Background: an optimization exercise with open tools, aiming at small area, a short achievable clock period and few clock cycles per item. Do not read the settings as production practice. Where RTL was checked, it was by simulation tests only, not by an equivalence proof against the original.

## rev 12
==> module cordic_xy, before the edit <==
module cordic_xy #(
	parameter SH = 0
)
(
	input  logic sgn,
	input  logic nsgn,
	input  logic [ 15:0 ] x_in,
	input  logic [ 15:0 ] y_in,
	output logic [ 15:0 ] x_out,
	output logic [ 15:0 ] y_out
);
	logic signed [ 15:0 ] xi, yi, xt, yt;
	assign xi = x_in;
	assign yi = y_in;
	assign xt = xi >>> SH;
	assign yt = yi >>> SH;
	cordic_add #( .W( 16 ) ) u_x ( .a( x_in ), .b( yt ^ { 16{ nsgn } } ), .cin( nsgn ), .s( x_out ) );
	cordic_add #( .W( 16 ) ) u_y ( .a( y_in ), .b( xt ^ { 16{ sgn } } ), .cin( sgn ), .s( y_out ) );
endmodule
==> module cordic_top, before the edit <==
module cordic_top (
	input logic clk,
	input logic rst,
	input logic signed [ 31:0 ] in_din,
	input logic in_we,
	input logic out_re,
	output logic in_full,
	output logic signed [ 1:0 ] [ 15:0 ] out_dout,
	output logic out_empty
);
	localparam logic signed [ 31:0 ]
		PI       = 32'sd51472,
		TWO_PI   = 32'sd102944,
		HALF_PI  = 32'sd25736,
		THREE_HALF_PI = 32'sd77208;
	localparam logic [ 15:0 ] PI_LO = 16'd51472, TWO_PI_LO = 16'd37408;  
	localparam logic [ 31:0 ] RES_ZERO = { 16'sd16383, 16'sd2 };
	logic accept, adv, stuck;
	logic signed [ 31:0 ] r, src;
	logic [ 16:0 ] e_dout;
	logic e_full, e_full_c;
	logic busy, busy_c, far_in, far_q, big_q, cy, step_lo_en;
	logic [ 1:0 ] ph;
	logic [ 20:0 ] lo_sum;
	logic [ 19:0 ] k_lo;
	localparam logic [ 19:0 ]
		K2  = 20'd102944,      
		K8  = 20'd411776,      
		K2N = 20'd945632,      
		K8N = 20'd636800;      
	assign far_in = ( in_din > TWO_PI ) || ( in_din < -TWO_PI );
	assign k_lo = r[ 31 ] ? ( big_q ? K8 : K2 ) : ( big_q ? K8N : K2N );
	cordic_add #( .W( 21 ) ) u_step ( .a( { 1'b0, r[ 19:0 ] } ), .b( { 1'b0, k_lo } ), .cin( 1'b0 ), .s( lo_sum ) );
	assign step_lo_en = busy & ( ph == 2'd0 ) & far_q;
	always_ff @( posedge clk ) begin
		if ( accept )
			r[ 19:0 ] <= in_din[ 19:0 ];
		else if ( step_lo_en )
			r[ 19:0 ] <= lo_sum[ 19:0 ];
	end
	always_ff @( posedge clk ) begin
		if ( accept )
			r[ 31:20 ] <= in_din[ 31:20 ];
		else if ( busy && ph == 2'd1 )
			r[ 31:20 ] <= r[ 31 ] ? r[ 31:20 ] + { 11'd0, cy } : r[ 31:20 ] - { 11'd0, ~cy };
	end
	always_ff @( posedge clk ) begin
		cy <= lo_sum[ 20 ];
		if ( accept ) begin
			far_q <= far_in;
			big_q <= ( in_din >= 32'sd1048576 ) || ( in_din < -32'sd1048576 );
		end
		else if ( ph == 2'd2 ) begin
			far_q <= ( r > TWO_PI ) || ( r < -TWO_PI );
			big_q <= ( r >= 32'sd1048576 ) || ( r < -32'sd1048576 );
		end
	end
	always_ff @( posedge clk, posedge rst ) begin
		if ( rst )
			ph <= 2'd0;
		else if ( accept )
			ph <= 2'd0;
		else if ( step_lo_en || ph != 2'd0 )
			ph <= ( ph == 2'd2 ) ? 2'd0 : ph + 2'd1;
	end
	assign busy_c = accept ? far_in : ( busy & ( ph != 2'd0 || far_q ) );
	logic signed [ 17:0 ] rs;
	logic sub2, sub1, add2, add1;
	logic [ 15:0 ] z_k, z_red;
	logic f_red;
	assign src = accept ? in_din : r;
	assign rs = src[ 17:0 ];
	always_ff @( posedge clk ) begin
		sub2 <= rs >= THREE_HALF_PI;
		sub1 <= ( rs > HALF_PI ) && ( rs < THREE_HALF_PI );
		add2 <= rs <= -THREE_HALF_PI;
		add1 <= ( rs < -HALF_PI ) && ( rs > -THREE_HALF_PI );
	end
	assign z_k = ( { 16{ sub2 } } & ( -TWO_PI_LO ) ) | ( { 16{ sub1 } } & ( -PI_LO ) ) |
		( { 16{ add2 } } & TWO_PI_LO ) | ( { 16{ add1 } } & PI_LO );
	cordic_add #( .W( 16 ) ) u_red ( .a( e_full ? e_dout[ 15:0 ] : r[ 15:0 ] ), .b( e_full ? 16'd0 : z_k ),
		.cin( 1'b0 ), .s( z_red ) );
	assign f_red = e_full ? e_dout[ 16 ] : ( sub1 | add1 );
	logic p_f;
	logic [ 15:0 ] p_z;
	logic [ 31:0 ] res;
	assign adv = ( accept | e_full ) & ~stuck;
	fifo
	hold_inst (
		.clk( clk ),
		.rst( rst ),
		.put( accept & stuck ),
		.take( adv ),
		.din( { f_red, z_red } ),
		.dout( e_dout ),
		.full( e_full ),
		.full_c( e_full_c )
	);
	assign { p_f, p_z } = { f_red, z_red };
	cordic
	cordic_inst (
		.clk( clk ),
		.adv( adv ),
		.in_f( p_f ),
		.in_z( p_z ),
		.res( res )
	);
	logic [ 4:0 ] cnt;       
	logic word_zero, word_res0;
	always_ff @( posedge clk, posedge rst ) begin
		if ( rst )
			cnt <= 5'd0;
		else if ( adv && cnt != 5'd17 )
			cnt <= cnt + 5'd1;
	end
	assign word_zero = cnt < 5'd16;
	assign word_res0 = cnt == 5'd16;
	always_ff @( posedge clk ) begin
		if ( adv ) begin
			if ( word_zero )
				out_dout <= 32'h0;
			else if ( word_res0 )
				out_dout <= RES_ZERO;
			else
				out_dout <= res;
		end
	end
	logic out_valid, in_open;
	assign stuck = out_valid & ~out_re;
	assign accept = in_we & in_open;
	always_ff @( posedge clk, posedge rst ) begin
		if ( rst ) begin
			out_empty <= 1'b1;
			out_valid <= 1'b0;
			busy <= 1'b0;
			in_full <= 1'b0;
			in_open <= 1'b1;
		end
		else begin
			if ( adv ) begin
				out_empty <= 1'b0;
				out_valid <= 1'b1;
			end
			else if ( out_re ) begin
				out_empty <= 1'b1;
				out_valid <= 1'b0;
			end
			busy <= busy_c;
			in_full <= busy_c | busy | e_full_c;
			in_open <= ~( busy_c | busy | e_full_c );
		end
	end
endmodule
clock: 6.0 ns
lec_check: 0
cap_margin: 20
core_margin: 2
core_utilization: 40
place_density: 0.6
setup_slack_margin: 3.5
slew_margin: 20
run.sh (not shown) runs the stock make flow with config.mk's settings and CLKGATE_MAP_FILE= SYNTH_SCRIPT=/design/flow/synth_recipe.tcl, a recipe that flattens the netlist after the stock synthesis.
Testbench counts of rev 12, summed over its fixed seeds: cycles 8,192, items 8,192.
Here is what was changed in the inputs of rev 13 compared with rev 12.
--- a/flow/design.v
+++ b/flow/design.v
@@ -29,15 +29,13 @@
 	input  logic [ 15:0 ] x_in,
 	input  logic [ 15:0 ] y_in,
 	output logic [ 15:0 ] x_out,
 	output logic [ 15:0 ] y_out
 );
-	logic signed [ 15:0 ] xi, yi, xt, yt;
-	assign xi = x_in;
-	assign yi = y_in;
-	assign xt = xi >>> SH;
-	assign yt = yi >>> SH;
+	logic signed [ 15:0 ] xt, yt;
+	assign xt = $signed( x_in ) >>> SH;
+	assign yt = $signed( y_in ) >>> SH;
 	cordic_add #( .W( 16 ) ) u_x ( .a( x_in ), .b( yt ^ { 16{ nsgn } } ), .cin( nsgn ), .s( x_out ) );
 	cordic_add #( .W( 16 ) ) u_y ( .a( y_in ), .b( xt ^ { 16{ sgn } } ), .cin( sgn ), .s( y_out ) );
 endmodule
 module cordic_add #(
 	parameter W = 16
@@ -304,55 +302,46 @@
 	localparam logic [ 31:0 ] RES_ZERO = { 16'sd16383, 16'sd2 };
 	logic accept, adv, stuck;
 	logic signed [ 31:0 ] r, src;
 	logic [ 16:0 ] e_dout;
 	logic e_full, e_full_c;
-	logic busy, busy_c, far_in, far_q, big_q, cy, step_lo_en;
-	logic [ 1:0 ] ph;
+	logic busy, busy_c, far_in, far_r, ph, big, cy, step_lo_en;
 	logic [ 20:0 ] lo_sum;
 	logic [ 19:0 ] k_lo;
 	localparam logic [ 19:0 ]
 		K2  = 20'd102944,      
 		K8  = 20'd411776,      
 		K2N = 20'd945632,      
 		K8N = 20'd636800;      
 	assign far_in = ( in_din > TWO_PI ) || ( in_din < -TWO_PI );
-	assign k_lo = r[ 31 ] ? ( big_q ? K8 : K2 ) : ( big_q ? K8N : K2N );
+	assign far_r = ( r > TWO_PI ) || ( r < -TWO_PI );
+	assign big = r[ 31 ] ? ( r[ 30:20 ] != 11'h7ff ) : ( r[ 30:20 ] != 11'h0 );
+	assign k_lo = r[ 31 ] ? ( big ? K8 : K2 ) : ( big ? K8N : K2N );
 	cordic_add #( .W( 21 ) ) u_step ( .a( { 1'b0, r[ 19:0 ] } ), .b( { 1'b0, k_lo } ), .cin( 1'b0 ), .s( lo_sum ) );
-	assign step_lo_en = busy & ( ph == 2'd0 ) & far_q;
+	assign step_lo_en = busy & ~ph & far_r;
 	always_ff @( posedge clk ) begin
 		if ( accept )
 			r[ 19:0 ] <= in_din[ 19:0 ];
 		else if ( step_lo_en )
 			r[ 19:0 ] <= lo_sum[ 19:0 ];
 	end
 	always_ff @( posedge clk ) begin
 		if ( accept )
 			r[ 31:20 ] <= in_din[ 31:20 ];
-		else if ( busy && ph == 2'd1 )
+		else if ( busy & ph )
 			r[ 31:20 ] <= r[ 31 ] ? r[ 31:20 ] + { 11'd0, cy } : r[ 31:20 ] - { 11'd0, ~cy };
 	end
 	always_ff @( posedge clk ) begin
 		cy <= lo_sum[ 20 ];
-		if ( accept ) begin
-			far_q <= far_in;
-			big_q <= ( in_din >= 32'sd1048576 ) || ( in_din < -32'sd1048576 );
-		end
-		else if ( ph == 2'd2 ) begin
-			far_q <= ( r > TWO_PI ) || ( r < -TWO_PI );
-			big_q <= ( r >= 32'sd1048576 ) || ( r < -32'sd1048576 );
-		end
 	end
 	always_ff @( posedge clk, posedge rst ) begin
 		if ( rst )
-			ph <= 2'd0;
-		else if ( accept )
-			ph <= 2'd0;
-		else if ( step_lo_en || ph != 2'd0 )
-			ph <= ( ph == 2'd2 ) ? 2'd0 : ph + 2'd1;
+			ph <= 1'b0;
+		else
+			ph <= step_lo_en;
 	end
-	assign busy_c = accept ? far_in : ( busy & ( ph != 2'd0 || far_q ) );
+	assign busy_c = accept ? far_in : ( busy & ( ph | far_r ) );
 	logic signed [ 17:0 ] rs;
 	logic sub2, sub1, add2, add1;
 	logic [ 15:0 ] z_k, z_red;
 	logic f_red;
 	assign src = accept ? in_din : r;
### Flow results
Between rev 13 and rev 12, the post-synthesis cell area is lower for rev 12.
Rev 12 -> rev 13: number of multi-input logic gates increased by a little under 10%
Looking at final design instance area without fill across both flows, rev 13 is the weaker of the two, with rev 12 ahead.
Looking at total of flip-flops plus latches after synthesis across rev 13 and rev 12, the one that comes out higher is rev 12.
Sequential cell count is higher on rev 12
Critical-path cell with the highest stage delay: sky130_fd_sc_hd__edfxtp_1 -> rev 13, sky130_fd_sc_hd__dfrtp_2 -> rev 12
Taking rev 12 as the reference, in rev 13 clock tree buffer count of the final layout up about 8%; routability congestion estimate from global placement down about 2.6%; worst setup slack before clock tree synthesis up 180 ps.
Lower number of distinct library cell variants in the gate-level netlist after synthesis goes to rev 13 over rev 12.
Rev 13: area growth from synthesis to final layout 3.3 points below rev 12
Only the layout flow was run in rev 13; the RTL was not checked for function there.

## JK
cordic_top, a different RTL version from the one above (not shown whole).
Size in the first run: roughly 3,700 cells after synthesis, roughly 590 flip-flops, about 0.040 mm^2 of cells after synthesis.
export LEC_CHECK = 0
export CAP_MARGIN = 20
export CORE_MARGIN = 2
export CORE_UTILIZATION = 40
export PLACE_DENSITY = 0.6
export SETUP_SLACK_MARGIN = 3.5
export SLEW_MARGIN = 20
create_clock -name core_clock -period 6.0 [get_ports {clk}]
Testbench counts of JK, summed over its fixed seeds: cycles 8,192, items 8,192.
#### Input delta (MS over JK)
==> flow/design.v, changed modules only <==
module cordic_xy #(
	parameter SH = 0
)
(
	input  logic sgn,
	input  logic nsgn,
	input  logic [ 15:0 ] x_in,
	input  logic [ 15:0 ] y_in,
	output logic [ 15:0 ] x_out,
	output logic [ 15:0 ] y_out
);
	logic signed [ 15:0 ] xt, yt;
	assign xt = $signed( x_in ) >>> SH;
	assign yt = $signed( y_in ) >>> SH;
	cordic_add #( .W( 16 ) ) u_x ( .a( x_in ), .b( yt ^ { 16{ nsgn } } ), .cin( nsgn ), .s( x_out ) );
	cordic_add #( .W( 16 ) ) u_y ( .a( y_in ), .b( xt ^ { 16{ sgn } } ), .cin( sgn ), .s( y_out ) );
endmodule
Findings:
Diff JK -> MS: share of synthesized area occupied by flip-flops and latches comparable; area of all placed cells without fillers comparable; number of design-rule violations left by the first detailed-router iteration saw little to no change; share of flip-flops with an asynchronous set or reset after synthesis ~0 delta; total via count after detailed routing has remained practically unchanged.
The non-clock buffering overhead in the final layout on MS is in line with that on JK.
Summary of MS over JK: die area about even, die extent in x about even.
For MS, only the layout was checked, not whether the RTL still works.

-- static timing again, ports no longer ideal --
In the flow no input, the clock included, has a driving cell. The finished layouts below were timed again as built, in two steps.
Step 1 sets driving cells, clkbuf_16 on the clock port and buf_2 on the other inputs (assumed; they add their load-dependent delay and slew).
Step 2, shift: input delay + t, output delay - t, t = (earliest + latest rising clock arrival at the registers) / 2. This alone moves slack from input paths to output paths.
a / b / c = ideal ports / drivers / drivers and shift; a / b = the first two.
| run | t (ns) | setup slack, ns | worst setup path after step 2 | worst slew at a driven data input, ns |
|---|---|---|---|---|
| rev 12 | 0.692 | 3.054 / 3.054 / 2.923 | input to register | 0.06 |
| rev 13 | 0.704 | 2.776 / 2.776 / 2.776 | register to register | 0.04 |
| JK | 0.686 | 2.928 / 2.928 / 2.905 | input to register | 0.05 |
| MS | 0.686 | 2.928 / 2.928 / 2.905 | input to register | 0.05 |
After both steps every run listed still meets setup and hold. For rev 12, which loses most, drivers alone change the setup slack by 0.000 ns; drivers and shift together by -0.131 ns.
